What follows belongs to an exercise in optimizing a design on an open flow for small area, a short achievable clock period and few clock cycles per item; a production flow would make more cautious choices. At most, simulation tests tie the RTL to the original design; equivalence was not proved. The clock port is modelled as an ideal driver, which makes a skipped or thinned clock tree look cheaper than it is; a real chip needs a root buffer or a tree. No activity file was given, so power comes from the tool's default toggle rates.

## automaton
module automaton(
    input               clk,
    input               rst,
    input [31:0]        rule,
    output reg [5:0]    row,
    output reg [5:0]    col,
    output reg          world_we,
    input               world_in,
    output reg          world_out,
    output reg          update_done);
Size in the first run: about 50 I/O pins, about 4800 µm² of cells after synthesis.
export LEC_CHECK = 0
export ABC_CLOCK_PERIOD_IN_PS = 1700
export CAP_MARGIN = 20
export CORE_MARGIN = 2
export CORE_UTILIZATION = 50
export CTS_BUF_LIST = sky130_fd_sc_hd__clkbuf_4 sky130_fd_sc_hd__clkbuf_8
export CTS_CLUSTER_DIAMETER = 100
export CTS_CLUSTER_SIZE = 30
export SETUP_SLACK_MARGIN = 3.2
export SLEW_MARGIN = 20
create_clock -name core_clock -period 5.0 [get_ports {clk}]
standard.sh (not shown) runs the stock make flow with config.mk's settings and CLKGATE_MAP_FILE= SYNTH_SCRIPT=/design/flow/synth_recipe.tcl, a recipe that flattens the netlist after the stock synthesis.
==> flow/flow/run.sh <==
#!/bin/bash
# The standard layout (standard.sh) with three changes to how ORFS sizes cells
# and builds the clock tree:
#  - ports are buffered with buf_2 instead of the slow delay buffer that
#    buffer_ports picks by default;
#  - the resizer may swap cells of different footprints;
#  - clock tree synthesis adds no dummy loads.
set -euo pipefail
export BUFFER_PORTS_ARGS="-buffer_cell sky130_fd_sc_hd__buf_2"
export CTS_ARGS="-sink_clustering_enable -repair_clock_nets -sink_clustering_size 30 -sink_clustering_max_diameter 100 -buf_list {sky130_fd_sc_hd__clkbuf_4 sky130_fd_sc_hd__clkbuf_8} -dont_use_dummy_load"
sed 's/CLKGATE_MAP_FILE= /CLKGATE_MAP_FILE= MATCH_CELL_FOOTPRINT=0 /' standard.sh > standard_own.sh
grep -q MATCH_CELL_FOOTPRINT=0 standard_own.sh
bash standard_own.sh > standard.log 2>&1
Change:
CORE_UTILIZATION = 60   (was 50)
SETUP_SLACK_MARGIN = 3.4   (was 3.2)
Effect: Worst hold slack gets better by 12 ps. Sequential power barely changes. Count of clock-buffer cells in the layout does not change. Global-route usage increases by 3.0 points. Critical path depth stays the same. Core utilization rose by 12 points. Die area came out lower by 16%. Power hardly moves. Routed wire length increases by 4.5%.
No functional check of the RTL was part of any run of this note.

========
automaton, a different RTL version from the one above (not shown whole).
For scale: roughly 50 I/O pins, ~4900 um^2 of cells after synthesis.
==> flow/config.mk <==
export PLATFORM = sky130hd
export DESIGN_NAME = automaton
export DESIGN_NICKNAME = automaton
export VERILOG_FILES = /design/flow/design.v
export SDC_FILE = /design/flow/constraint.sdc
export NUM_CORES = 4
export LEC_CHECK = 0
export ABC_CLOCK_PERIOD_IN_PS = 1700
export CAP_MARGIN = 20
export CORE_MARGIN = 2
export CORE_UTILIZATION = 50
export CTS_BUF_LIST = sky130_fd_sc_hd__clkbuf_4 sky130_fd_sc_hd__clkbuf_8
export CTS_CLUSTER_DIAMETER = 100
export CTS_CLUSTER_SIZE = 30
export SETUP_SLACK_MARGIN = 2.9
export SLEW_MARGIN = 20
==> flow/constraint.sdc <==
create_clock -name core_clock -period 5.0 [get_ports {clk}]
set_input_delay 1.0000 -clock core_clock [delete_from_list [all_inputs] [get_ports {clk}]]
set_output_delay 1.0000 -clock core_clock [all_outputs]
set_load 0.01 [all_outputs]
Scripts as last shown in full above: flow/flow/run.sh
Testbench counts at the start, summed over its fixed seeds: cycles 308,561, generations 48.
Edit:
SETUP_SLACK_MARGIN = 3.15   (was 2.9)
The changed run passed the timing, design-rule and antenna checks.
Wire length decreases by about 0.55%.
Via count increases by about 2.1%.
Clock-buffer cell count does not change.

========
Another version of the RTL of automaton (not shown whole).
Size in the first run: about 140 flip-flops.
clock: 5.0 ns
lec_check: 0
abc_clock_period_in_ps: 1700
cap_margin: 20
core_margin: 2
core_utilization: 65
cts_buf_list: sky130_fd_sc_hd__clkbuf_4 sky130_fd_sc_hd__clkbuf_8
cts_cluster_diameter: 100
cts_cluster_size: 30
setup_slack_margin: 3.35
slew_margin: 20
==> flow/flow/run.sh <==
#!/bin/bash
# The standard layout (standard.sh) with these changes:
#  - ports are buffered with buf_2 instead of the slow delay buffer that
#    buffer_ports picks by default;
#  - the resizer may swap cells of different footprints;
#  - flow/cts_flat.tcl replaces ORFS's cts step with a two-level clock tree
#    built by hand: the clock port drives four inverters, which drive eight
#    leaf inverters that drive the registers (every register sees the same
#    two inversions).
# Each step's output goes to its own log here.
set -euo pipefail
here=$(pwd)
export BUFFER_PORTS_ARGS="-buffer_cell sky130_fd_sc_hd__buf_2"
export FLAT_CLK_N1=4 FLAT_CLK_BUF1=sky130_fd_sc_hd__clkinv_8
export FLAT_CLK_N2=8 FLAT_CLK_BUF2=sky130_fd_sc_hd__clkinv_16
sed 's/CLKGATE_MAP_FILE= /CLKGATE_MAP_FILE= MATCH_CELL_FOOTPRINT=0 /' standard.sh > standard_own.sh
grep -q MATCH_CELL_FOOTPRINT=0 standard_own.sh
bash standard_own.sh place > place.log 2>&1
bash standard_own.sh run RUN_SCRIPT="$here/flow/cts_flat.tcl" RUN_LOG_NAME_STEM=4_1_cts > cts.log 2>&1
bash standard_own.sh finish > finish.log 2>&1
==> flow/flow/cts_flat.tcl <==
# Clock tree step of the layout, in place of ORFS's cts.tcl: a clock tree of
# one or two levels built by hand. The clock port drives N1 buffers or
# inverters (FLAT_CLK_N1 of FLAT_CLK_BUF1); each drives some of N2 leaf buffers
# or inverters (FLAT_CLK_N2 of FLAT_CLK_BUF2; none for a one-level tree), and
# each leaf drives the registers nearest to it, so every register's clock
# passes through the same number of cells. Groups come from a
# balanced k-means on positions. The rest is as in ORFS's cts.tcl: timing
# repair and detailed placement.
utl::set_metrics_stage "cts__{}"
source $::env(SCRIPTS_DIR)/load.tcl
erase_non_stage_variables cts
load_design 3_place.odb 3_place.sdc

set_dont_use $::env(DONT_USE_CELLS)

set n1 $::env(FLAT_CLK_N1)
set n2 $::env(FLAT_CLK_N2)
set buf1 $::env(FLAT_CLK_BUF1)
set buf2 $::env(FLAT_CLK_BUF2)

set db [ord::get_db]
set block [ord::get_db_block]
set clk_net [[$block findBTerm clk] getNet]

# points: list of {x y}; returns {assignment centers}, at most ceil(n/k) each
proc balanced_kmeans { points k } {
  set n [llength $points]
  set sx 0.0; set sy 0.0
  foreach p $points { set sx [expr {$sx + [lindex $p 0]}]; set sy [expr {$sy + [lindex $p 1]}] }
  set mx [expr {$sx / $n}]; set my [expr {$sy / $n}]
  set byang {}
  foreach p $points {
    lappend byang [list [expr {atan2([lindex $p 1] - $my, [lindex $p 0] - $mx)}] {*}$p]
  }
  set byang [lsort -real -index 0 $byang]
  set cx {}; set cy {}
  for {set j 0} {$j < $k} {incr j} {
    set p [lindex $byang [expr {int(($j + 0.5) * $n / $k)}]]
    lappend cx [lindex $p 1]; lappend cy [lindex $p 2]
  }
  set cap [expr {($n + $k - 1) / $k}]
  for {set iter 0} {$iter < 20} {incr iter} {
    set pairs {}
    set i 0
    foreach p $points {
      for {set j 0} {$j < $k} {incr j} {
        lappend pairs [list [expr {abs([lindex $p 0] - [lindex $cx $j]) + abs([lindex $p 1] - [lindex $cy $j])}] $i $j]
      }
      incr i
    }
    set pairs [lsort -real -index 0 $pairs]
    set assign [lrepeat $n -1]
    set an [lrepeat $k 0]
    foreach q $pairs {
      lassign $q d i j
      if {[lindex $assign $i] >= 0 || [lindex $an $j] >= $cap} { continue }
      lset assign $i $j
      lset an $j [expr {[lindex $an $j] + 1}]
    }
    set ax [lrepeat $k 0.0]; set ay [lrepeat $k 0.0]
    foreach p $points a $assign {
      lset ax $a [expr {[lindex $ax $a] + [lindex $p 0]}]
      lset ay $a [expr {[lindex $ay $a] + [lindex $p 1]}]
    }
    for {set j 0} {$j < $k} {incr j} {
      if {[lindex $an $j] > 0} {
        lset cx $j [expr {[lindex $ax $j] / [lindex $an $j]}]
        lset cy $j [expr {[lindex $ay $j] / [lindex $an $j]}]
      }
    }
  }
  puts "clock tree: group sizes $an"
  return [list $assign $cx $cy]
}

proc add_buffer { name cell x y in_net } {
  set master [[ord::get_db] findMaster $cell]
  set block [ord::get_db_block]
  set inst [odb::dbInst_create $block $master $name]
  set net [odb::dbNet_create $block "${name}_net"]
  $net setSigType CLOCK
  foreach it [$inst getITerms] {
    if {[$it isInputSignal]} { $it connect $in_net }
    if {[$it isOutputSignal]} { $it connect $net }
  }
  $inst setLocation [expr {int($x - [$master getWidth] / 2)}] [expr {int($y - [$master getHeight] / 2)}]
  $inst setPlacementStatus PLACED
  return $net
}

set sinks {}
set pts {}
foreach it [$clk_net getITerms] {
  set bb [[$it getInst] getBBox]
  lappend sinks $it
  lappend pts [list [expr {([$bb xMin] + [$bb xMax]) / 2.0}] [expr {([$bb yMin] + [$bb yMax]) / 2.0}]]
}
puts "clock tree: [llength $sinks] sinks, $n1 x $buf1 over $n2 x $buf2"

if {$n2 > 0} {
  lassign [balanced_kmeans $pts $n2] a2 x2 y2
  set leafpts {}
  for {set j 0} {$j < $n2} {incr j} { lappend leafpts [list [lindex $x2 $j] [lindex $y2 $j]] }
  lassign [balanced_kmeans $leafpts $n1] a1 x1 y1
  set nets1 {}
  for {set j 0} {$j < $n1} {incr j} {
    lappend nets1 [add_buffer "clkbuf_top_$j" $buf1 [lindex $x1 $j] [lindex $y1 $j] $clk_net]
  }
  set nets2 {}
  for {set j 0} {$j < $n2} {incr j} {
    lappend nets2 [add_buffer "clkbuf_leaf_$j" $buf2 [lindex $x2 $j] [lindex $y2 $j] [lindex $nets1 [lindex $a1 $j]]]
  }
} else {
  # one level: the port's buffers drive the registers
  lassign [balanced_kmeans $pts $n1] a2 x2 y2
  set nets2 {}
  for {set j 0} {$j < $n1} {incr j} {
    lappend nets2 [add_buffer "clkbuf_top_$j" $buf1 [lindex $x2 $j] [lindex $y2 $j] $clk_net]
  }
}
foreach it $sinks a $a2 {
  $it disconnect
  $it connect [lindex $nets2 $a]
}
global_connect

set_propagated_clock [all_clocks]

utl::push_metrics_stage "cts__{}__pre_repair_timing"
log_cmd estimate_parasitics -placement
utl::pop_metrics_stage

set_placement_padding -global \
  -left $::env(CELL_PAD_IN_SITES_DETAIL_PLACEMENT) \
  -right $::env(CELL_PAD_IN_SITES_DETAIL_PLACEMENT)
detailed_placement
log_cmd estimate_parasitics -placement

report_clock_skew
report_clock_min_period

repair_timing_helper
detailed_placement
check_placement -verbose

report_metrics 4 "cts final"
orfs_write_db $::env(RESULTS_DIR)/4_1_cts.odb
orfs_write_sdc $::env(RESULTS_DIR)/4_cts.sdc
The starting point ran to the end with no violations.
Testbench counts at the start, summed over its fixed seeds: cycles 308,609, generations 48.
Change:
--- a/flow/flow/run.sh
+++ b/flow/flow/run.sh
@@ -14,2 +14,2 @@
-export FLAT_CLK_N1=4 FLAT_CLK_BUF1=sky130_fd_sc_hd__clkinv_8
-export FLAT_CLK_N2=8 FLAT_CLK_BUF2=sky130_fd_sc_hd__clkinv_16
+export FLAT_CLK_N1=4 FLAT_CLK_BUF1=sky130_fd_sc_hd__clkinv_4
+export FLAT_CLK_N2=8 FLAT_CLK_BUF2=sky130_fd_sc_hd__clkinv_8
CORE_UTILIZATION = 75   (was 65)
=> Hold slack is worse by 0.012 ns. Clock power goes down by about 26%. Synthesized cell count does not change. Global-route usage goes up by 3.0 points.
No run of this note takes its clock network from TritonCTS; it comes from the design's own scripts or RTL.

[port drivers added, routing unchanged]
No port has a modelled driver above. Below, the same layouts with a new extraction and two added sets of constraints. Step 1 (the two cells are an assumption about what drives the block):
set clk [get_ports {clk}]
set_driving_cell -lib_cell sky130_fd_sc_hd__clkbuf_16 $clk
set_driving_cell -lib_cell sky130_fd_sc_hd__buf_2 [delete_from_list [all_inputs] $clk]
Step 2, shift: input delay + t, output delay - t, t = (earliest + latest rising clock arrival at the registers) / 2. This alone moves slack from input paths to output paths. a / b / c = ideal / step 1 / step 2; a / b = the first two.
run	shift t [ns]	setup slack, ns	worst setup path after step 2	clock arrival spread, ns	worst slew at a driven data input, ns
the first run of note 1	0.447	3.038 / 3.038 / 2.931	input to register	0.031 / 0.031	0.03
the second run of note 1	0.436	2.987 / 2.987 / 2.901	input to register	0.028 / 0.028	0.04
the first run of note 2	0.445	3.054 / 3.054 / 2.919	input to register	0.028 / 0.028	0.04
the second run of note 2	0.447	3.145 / 3.116 / 2.932	input to register	0.024 / 0.024	0.05
the first run of note 3	0.296	3.366 / 3.267 / 3.300	input to register	0.016 / 0.016	0.03
the second run of note 3	0.265	3.248 / 3.248 / 3.248	register to register	0.020 / 0.020	0.05
After both steps setup and hold are still met in every run listed. The setup slack of the second run of note 2, which loses most, moves by -0.029 ns with the drivers and by -0.213 ns with both steps.
